From an optimization exercise on the open Yosys and OpenROAD flow, aimed at small area; shortcuts taken in it are not production practice.
Where RTL was checked, it was by simulation tests only, not by an equivalence proof against the original.
Power is estimated from default activity; no workload was simulated.

==> inputs of run a <==
==> flow/design.v <==
`timescale 1ns / 1ps
module apb_bit (
    input wire clk,
    input wire we,
    input wire web,
    input wire d,
    output reg q
);
    always @(posedge clk)
        q <= (q & web) | (d & we);
endmodule
module apb_aoi3 (
    input wire a0, input wire s0,
    input wire a1, input wire s1,
    input wire a2, input wire s2,
    output wire y
);
    assign y = ~((a0 & s0) | (a1 & s1) | (a2 & s2));
endmodule
module apb_nand2 (
    input wire a, input wire b,
    output wire y
);
    assign y = ~(a & b);
endmodule
module apb_and3 (
    input wire a, input wire b, input wire c,
    output wire y
);
    assign y = a & b & c;
endmodule
module apb_nand4 (
    input wire a, input wire b, input wire c, input wire d,
    output wire y
);
    assign y = ~(a & b & c & d);
endmodule
module apb_inv (
    input wire a,
    output wire y
);
    assign y = ~a;
endmodule
module apb_slave (
    input wire PCLK,
    input wire PRESETn,
    input wire PSEL,
    input wire PENABLE,
    input wire PWRITE,
    input wire [31:0] PADDR,
    input wire [31:0] PWDATA,
    output wire [31:0] PRDATA,
    output reg PREADY
);
    reg [3:0] raddr;
    wire [15:0] we;
    wire [15:0] web;
    wire [15:0] sel;
    wire [15:0] seln;
    wire [31:0] q [0:15];
    always @(posedge PCLK or negedge PRESETn) begin
        if (~PRESETn)
            PREADY <= 0;
        else
            PREADY <= 1;
    end
    always @(posedge PCLK)
        raddr <= PADDR[3:0];
    wire wr = PSEL & PENABLE & PWRITE;
    wire [3:0] wlo, whi, rlo, rhi;
    genvar i, w, b;
    generate
        for (i = 0; i < 4; i = i + 1) begin : pre
            assign wlo[i] = wr & (PADDR[1:0] == i);
            assign whi[i] = (PADDR[3:2] == i);
            assign rlo[i] = (raddr[1:0] == i);
            assign rhi[i] = (raddr[3:2] == i);
        end
        for (w = 0; w < 16; w = w + 1) begin : word
            apb_nand2 wn (.a(whi[w / 4]), .b(wlo[w % 4]), .y(web[w]));
            apb_inv   wi (.a(web[w]), .y(we[w]));
            apb_nand2 rn (.a(rhi[w / 4]), .b(rlo[w % 4]), .y(seln[w]));
            apb_inv   ri (.a(seln[w]), .y(sel[w]));
            for (b = 0; b < 32; b = b + 1) begin : bits
                apb_bit u (.clk(PCLK), .we(we[w]), .web(web[w]), .d(PWDATA[b]), .q(q[w][b]));
            end
        end
        for (b = 0; b < 32; b = b + 1) begin : rd
            wire [5:0] x;
            wire x012;
            apb_aoi3 g0 (.a0(q[0][b]),  .s0(sel[0]),  .a1(q[1][b]),  .s1(sel[1]),  .a2(q[2][b]),  .s2(sel[2]),  .y(x[0]));
            apb_aoi3 g1 (.a0(q[3][b]),  .s0(sel[3]),  .a1(q[4][b]),  .s1(sel[4]),  .a2(q[5][b]),  .s2(sel[5]),  .y(x[1]));
            apb_aoi3 g2 (.a0(q[6][b]),  .s0(sel[6]),  .a1(q[7][b]),  .s1(sel[7]),  .a2(q[8][b]),  .s2(sel[8]),  .y(x[2]));
            apb_aoi3 g3 (.a0(q[9][b]),  .s0(sel[9]),  .a1(q[10][b]), .s1(sel[10]), .a2(q[11][b]), .s2(sel[11]), .y(x[3]));
            apb_aoi3 g4 (.a0(q[12][b]), .s0(sel[12]), .a1(q[13][b]), .s1(sel[13]), .a2(q[14][b]), .s2(sel[14]), .y(x[4]));
            apb_nand2 g5 (.a(q[15][b]), .b(sel[15]), .y(x[5]));
            apb_and3  g6 (.a(x[0]), .b(x[1]), .c(x[2]), .y(x012));
            apb_nand4 g7 (.a(x012), .b(x[3]), .c(x[4]), .d(x[5]), .y(PRDATA[b]));
        end
    endgenerate
endmodule
==> flow/flow/run.sh <==
#!/bin/bash
# Own layout flow: the standard synthesis and layout, with
#  - port buffers of the smallest buffer cell (every port still gets one),
#  - clock tree of clkbuf_8 leaf clusters without dummy balancing loads.
# Each step's full output goes to a log of its own in this folder.
set -euo pipefail
bash standard.sh synth > synth.log 2>&1
CTS="-sink_clustering_enable -repair_clock_nets -dont_use_dummy_load -buf_list sky130_fd_sc_hd__clkbuf_8 -sink_clustering_size 16 -sink_clustering_max_diameter 40"
bash standard.sh \
  "BUFFER_PORTS_ARGS=-buffer_cell sky130_fd_sc_hd__buf_1" \
  "CTS_ARGS=$CTS" \
  finish > layout.log 2>&1
==> flow/standard.sh <==
#!/bin/bash
# synth_recipe.tcl (not shown) runs the flow's synth.tcl, then flattens the netlist and writes it again
# the make line also repeats each setting of config.mk as NAME=value (left out here)
make -C /OpenROAD-flow-scripts/flow DESIGN_CONFIG=/design/flow/config.mk WORK_HOME=/design/flow/orfs CLKGATE_MAP_FILE= SYNTH_SCRIPT=/design/flow/synth_recipe.tcl "${@:-finish}"
==> flow/config.mk <==
export PLATFORM = sky130hd
export DESIGN_NAME = apb_slave
export DESIGN_NICKNAME = apb_slave
export VERILOG_FILES = /design/flow/design.v
export SDC_FILE = /design/flow/constraint.sdc
export NUM_CORES = 4
export LEC_CHECK = 0
export CAP_MARGIN = 20
export CORE_MARGIN = 2
export CORE_UTILIZATION = 65
export PLACE_DENSITY = 0.75
export SLEW_MARGIN = 20
export SYNTH_HIERARCHICAL = 1
export SYNTH_MINIMUM_KEEP_SIZE = 0
==> flow/constraint.sdc <==
create_clock -name core_clock -period 5.0 [get_ports {PCLK}]
set_input_delay 1.0000 -clock core_clock [delete_from_list [all_inputs] [get_ports {PCLK}]]
set_output_delay 1.0000 -clock core_clock [all_outputs]
set_load 0.01 [all_outputs]
==> inputs of run b, as changes to run a <==
==> flow/design.v, changed modules only <==
module apb_slave (
    input wire PCLK,
    input wire PRESETn,
    input wire PSEL,
    input wire PENABLE,
    input wire PWRITE,
    input wire [31:0] PADDR,
    input wire [31:0] PWDATA,
    output wire [31:0] PRDATA,
    output reg PREADY
);
    reg [3:0] raddr;
    wire [31:0] we;
    wire [31:0] web;
    wire [31:0] sel;
    wire [31:0] seln;
    wire [31:0] q [0:15];
    always @(posedge PCLK or negedge PRESETn) begin
        if (~PRESETn)
            PREADY <= 0;
        else
            PREADY <= 1;
    end
    always @(posedge PCLK)
        raddr <= PADDR[3:0];
    wire wr = PSEL & PENABLE & PWRITE;
    wire [3:0] wlo, whi, rlo, rhi;
    genvar i, w, b;
    generate
        for (i = 0; i < 4; i = i + 1) begin : pre
            assign wlo[i] = wr & (PADDR[1:0] == i);
            assign whi[i] = (PADDR[3:2] == i);
            assign rlo[i] = (raddr[1:0] == i);
            assign rhi[i] = (raddr[3:2] == i);
        end
        for (w = 0; w < 16; w = w + 1) begin : word
            for (i = 0; i < 2; i = i + 1) begin : half
                apb_nand2 wn (.a(whi[w / 4]), .b(wlo[w % 4]), .y(web[i*16 + w]));
                apb_inv   wi (.a(web[i*16 + w]), .y(we[i*16 + w]));
                apb_nand2 rn (.a(rhi[w / 4]), .b(rlo[w % 4]), .y(seln[i*16 + w]));
                apb_inv   ri (.a(seln[i*16 + w]), .y(sel[i*16 + w]));
            end
            for (b = 0; b < 32; b = b + 1) begin : bits
                apb_bit u (.clk(PCLK), .we(we[(b / 16)*16 + w]), .web(web[(b / 16)*16 + w]), .d(PWDATA[b]), .q(q[w][b]));
            end
        end
        for (b = 0; b < 32; b = b + 1) begin : rd
            wire [5:0] x;
            wire x012;
            apb_aoi3 g0 (.a0(q[0][b]),  .s0(sel[(b / 16)*16 + 0]),  .a1(q[1][b]),  .s1(sel[(b / 16)*16 + 1]),  .a2(q[2][b]),  .s2(sel[(b / 16)*16 + 2]),  .y(x[0]));
            apb_aoi3 g1 (.a0(q[3][b]),  .s0(sel[(b / 16)*16 + 3]),  .a1(q[4][b]),  .s1(sel[(b / 16)*16 + 4]),  .a2(q[5][b]),  .s2(sel[(b / 16)*16 + 5]),  .y(x[1]));
            apb_aoi3 g2 (.a0(q[6][b]),  .s0(sel[(b / 16)*16 + 6]),  .a1(q[7][b]),  .s1(sel[(b / 16)*16 + 7]),  .a2(q[8][b]),  .s2(sel[(b / 16)*16 + 8]),  .y(x[2]));
            apb_aoi3 g3 (.a0(q[9][b]),  .s0(sel[(b / 16)*16 + 9]),  .a1(q[10][b]), .s1(sel[(b / 16)*16 + 10]), .a2(q[11][b]), .s2(sel[(b / 16)*16 + 11]), .y(x[3]));
            apb_aoi3 g4 (.a0(q[12][b]), .s0(sel[(b / 16)*16 + 12]), .a1(q[13][b]), .s1(sel[(b / 16)*16 + 13]), .a2(q[14][b]), .s2(sel[(b / 16)*16 + 14]), .y(x[4]));
            apb_nand2 g5 (.a(q[15][b]), .b(sel[(b / 16)*16 + 15]), .y(x[5]));
            apb_and3  g6 (.a(x[0]), .b(x[1]), .c(x[2]), .y(x012));
            apb_nand4 g7 (.a(x012), .b(x[3]), .c(x[4]), .d(x[5]), .y(PRDATA[b]));
        end
    endgenerate
endmodule
--- a/flow/flow/run.sh
+++ b/flow/flow/run.sh
@@ -7,3 +7,3 @@
 bash standard.sh synth > synth.log 2>&1
-CTS="-sink_clustering_enable -repair_clock_nets -dont_use_dummy_load -buf_list sky130_fd_sc_hd__clkbuf_8 -sink_clustering_size 16 -sink_clustering_max_diameter 40"
+CTS="-sink_clustering_enable -repair_clock_nets -dont_use_dummy_load -buf_list sky130_fd_sc_hd__clkbuf_8 -sink_clustering_size 20 -sink_clustering_max_diameter 50"
 bash standard.sh \
- CORE_UTILIZATION: 65 -> 80
- GPL_TIMING_DRIVEN: default -> 0
- PLACE_DENSITY: 0.75 -> 0.88
==> inputs of run c, as changes to run a <==
==> flow/design.v, changed modules only <==
module apb_nand2 (
    input wire a, input wire s,
    output wire y
);
    assign y = ~(a & s);
endmodule
module apb_nand6 (
    input wire [5:0] x,
    output wire y
);
    assign y = ~&x;
endmodule
module apb_slave (
    input wire PCLK,
    input wire PRESETn,
    input wire PSEL,
    input wire PENABLE,
    input wire PWRITE,
    input wire [31:0] PADDR,
    input wire [31:0] PWDATA,
    output wire [31:0] PRDATA,
    output reg PREADY
);
    reg [3:0] raddr;
    wire [15:0] we;
    wire [15:0] web;
    wire [15:0] sel;
    wire [31:0] q [0:15];
    always @(posedge PCLK or negedge PRESETn) begin
        if (~PRESETn)
            PREADY <= 0;
        else
            PREADY <= 1;
    end
    always @(posedge PCLK)
        raddr <= PADDR[3:0];
    wire wr = PSEL & PENABLE & PWRITE;
    genvar w, b;
    generate
        for (w = 0; w < 16; w = w + 1) begin : word
            assign we[w] = wr & (PADDR[3:0] == w);
            assign web[w] = ~we[w];
            assign sel[w] = (raddr == w);
            for (b = 0; b < 32; b = b + 1) begin : bits
                apb_bit u (.clk(PCLK), .we(we[w]), .web(web[w]), .d(PWDATA[b]), .q(q[w][b]));
            end
        end
        for (b = 0; b < 32; b = b + 1) begin : rd
            wire [5:0] x;
            apb_aoi3 g0 (.a0(q[0][b]),  .s0(sel[0]),  .a1(q[1][b]),  .s1(sel[1]),  .a2(q[2][b]),  .s2(sel[2]),  .y(x[0]));
            apb_aoi3 g1 (.a0(q[3][b]),  .s0(sel[3]),  .a1(q[4][b]),  .s1(sel[4]),  .a2(q[5][b]),  .s2(sel[5]),  .y(x[1]));
            apb_aoi3 g2 (.a0(q[6][b]),  .s0(sel[6]),  .a1(q[7][b]),  .s1(sel[7]),  .a2(q[8][b]),  .s2(sel[8]),  .y(x[2]));
            apb_aoi3 g3 (.a0(q[9][b]),  .s0(sel[9]),  .a1(q[10][b]), .s1(sel[10]), .a2(q[11][b]), .s2(sel[11]), .y(x[3]));
            apb_aoi3 g4 (.a0(q[12][b]), .s0(sel[12]), .a1(q[13][b]), .s1(sel[13]), .a2(q[14][b]), .s2(sel[14]), .y(x[4]));
            apb_nand2 g5 (.a(q[15][b]), .s(sel[15]), .y(x[5]));
            apb_nand6 g6 (.x(x), .y(PRDATA[b]));
        end
    endgenerate
endmodule
// module apb_and3 removed
// module apb_nand4 removed
// module apb_inv removed
==> flow/run.sh (new file) <==
#!/bin/bash
# synth_recipe.tcl (not shown) runs the flow's synth.tcl, then flattens the netlist and writes it again
# the make line also repeats each setting of config.mk as NAME=value (left out here)
make -C /OpenROAD-flow-scripts/flow DESIGN_CONFIG=/design/flow/config.mk WORK_HOME=/design/flow/orfs CLKGATE_MAP_FILE= SYNTH_SCRIPT=/design/flow/synth_recipe.tcl finish
- CORE_UTILIZATION: 65 -> 40
- PLACE_DENSITY: 0.75 -> default
removed: flow/flow/run.sh
removed: flow/standard.sh
==> inputs of run d, as changes to run a <==
==> flow/design.v, changed modules only <==
module apb_slave (
    input wire PCLK,
    input wire PRESETn,
    input wire PSEL,
    input wire PENABLE,
    input wire PWRITE,
    input wire [31:0] PADDR,
    input wire [31:0] PWDATA,
    output wire [31:0] PRDATA,
    output reg PREADY
);
    reg [3:0] raddr;
    wire [31:0] we;
    wire [31:0] web;
    wire [31:0] sel;
    wire [31:0] seln;
    wire [31:0] q [0:15];
    always @(posedge PCLK or negedge PRESETn) begin
        if (~PRESETn)
            PREADY <= 0;
        else
            PREADY <= 1;
    end
    always @(posedge PCLK)
        raddr <= PADDR[3:0];
    wire wr = PSEL & PENABLE & PWRITE;
    wire [3:0] wlo, whi, rlo, rhi;
    genvar i, w, b;
    generate
        for (i = 0; i < 4; i = i + 1) begin : pre
            assign wlo[i] = wr & (PADDR[1:0] == i);
            assign whi[i] = (PADDR[3:2] == i);
            assign rlo[i] = (raddr[1:0] == i);
            assign rhi[i] = (raddr[3:2] == i);
        end
        for (w = 0; w < 16; w = w + 1) begin : word
            for (i = 0; i < 2; i = i + 1) begin : half
                apb_nand2 wn (.a(whi[w / 4]), .b(wlo[w % 4]), .y(web[i*16 + w]));
                apb_inv   wi (.a(web[i*16 + w]), .y(we[i*16 + w]));
                apb_nand2 rn (.a(rhi[w / 4]), .b(rlo[w % 4]), .y(seln[i*16 + w]));
                apb_inv   ri (.a(seln[i*16 + w]), .y(sel[i*16 + w]));
            end
            for (b = 0; b < 32; b = b + 1) begin : bits
                apb_bit u (.clk(PCLK), .we(we[(b / 16)*16 + w]), .web(web[(b / 16)*16 + w]), .d(PWDATA[b]), .q(q[w][b]));
            end
        end
        for (b = 0; b < 32; b = b + 1) begin : rd
            wire [5:0] x;
            wire x012;
            apb_aoi3 g0 (.a0(q[0][b]),  .s0(sel[(b / 16)*16 + 0]),  .a1(q[1][b]),  .s1(sel[(b / 16)*16 + 1]),  .a2(q[2][b]),  .s2(sel[(b / 16)*16 + 2]),  .y(x[0]));
            apb_aoi3 g1 (.a0(q[3][b]),  .s0(sel[(b / 16)*16 + 3]),  .a1(q[4][b]),  .s1(sel[(b / 16)*16 + 4]),  .a2(q[5][b]),  .s2(sel[(b / 16)*16 + 5]),  .y(x[1]));
            apb_aoi3 g2 (.a0(q[6][b]),  .s0(sel[(b / 16)*16 + 6]),  .a1(q[7][b]),  .s1(sel[(b / 16)*16 + 7]),  .a2(q[8][b]),  .s2(sel[(b / 16)*16 + 8]),  .y(x[2]));
            apb_aoi3 g3 (.a0(q[9][b]),  .s0(sel[(b / 16)*16 + 9]),  .a1(q[10][b]), .s1(sel[(b / 16)*16 + 10]), .a2(q[11][b]), .s2(sel[(b / 16)*16 + 11]), .y(x[3]));
            apb_aoi3 g4 (.a0(q[12][b]), .s0(sel[(b / 16)*16 + 12]), .a1(q[13][b]), .s1(sel[(b / 16)*16 + 13]), .a2(q[14][b]), .s2(sel[(b / 16)*16 + 14]), .y(x[4]));
            apb_nand2 g5 (.a(q[15][b]), .b(sel[(b / 16)*16 + 15]), .y(x[5]));
            apb_and3  g6 (.a(x[0]), .b(x[1]), .c(x[2]), .y(x012));
            apb_nand4 g7 (.a(x012), .b(x[3]), .c(x[4]), .d(x[5]), .y(PRDATA[b]));
        end
    endgenerate
endmodule
--- a/flow/flow/run.sh
+++ b/flow/flow/run.sh
@@ -7,3 +7,3 @@
 bash standard.sh synth > synth.log 2>&1
-CTS="-sink_clustering_enable -repair_clock_nets -dont_use_dummy_load -buf_list sky130_fd_sc_hd__clkbuf_8 -sink_clustering_size 16 -sink_clustering_max_diameter 40"
+CTS="-sink_clustering_enable -repair_clock_nets -dont_use_dummy_load -buf_list sky130_fd_sc_hd__clkbuf_8 -sink_clustering_size 18 -sink_clustering_max_diameter 60"
 bash standard.sh \
- GPL_TIMING_DRIVEN: default -> 0
==> notes <==
Run c passed the timing, design-rule and antenna checks. Run d finished clean. Run b passed the timing, design-rule and antenna checks. Run a finished with timing, DRC and antenna clean. Clock skew is the same in run b and run c. The highest final cell count belongs to run c, the lowest to run b. The lowest worst hold slack belongs to run b, the highest to run c. The lowest worst setup slack belongs to run c, the highest to run d. Between run c and run a, the lower power is in run a (gap about 28%, measured against run a). Die area, lowest first: run b, run a, run d, run c. In sequential cell count, run c and run d do not differ.
Only the layout flow was run in run a; the RTL was not checked for function there.

==> what the ideal ports hide <==
How much do the figures lean on ideal ports? The routed layouts below were timed once more, with nothing changed but the port constraints. Step 1 (the two cells are an assumption about what drives the block):
set clk [get_ports {PCLK}]
set_driving_cell -lib_cell sky130_fd_sc_hd__clkbuf_16 $clk
set_driving_cell -lib_cell sky130_fd_sc_hd__buf_2 [delete_from_list [all_inputs] $clk]
Step 2 also shifts input and output timing later by t, the mid clock arrival at the registers, as if the neighbouring blocks saw the same clock. a / b / c = ideal / step 1 / step 2; a / b = the first two.
| run | t, ns | setup slack, ns | worst register clock-pin slew, ns |
|---|---|---|---|
| run a | 0.641 | 0.729 / 0.678 / 1.318 | 0.10 / 0.10 |
| run b | 0.609 | 0.976 / 0.927 / 0.887 | 0.12 / 0.12 |
| run c | 0.659 | 0.504 / 0.446 / 1.105 | 0.07 / 0.07 |
| run d | 0.598 | 0.987 / 0.938 / 0.992 | 0.11 / 0.11 |
After both steps setup and hold are still met in every run listed. The setup slack of run b, which loses most, moves by -0.049 ns with the drivers and by -0.089 ns with both steps.
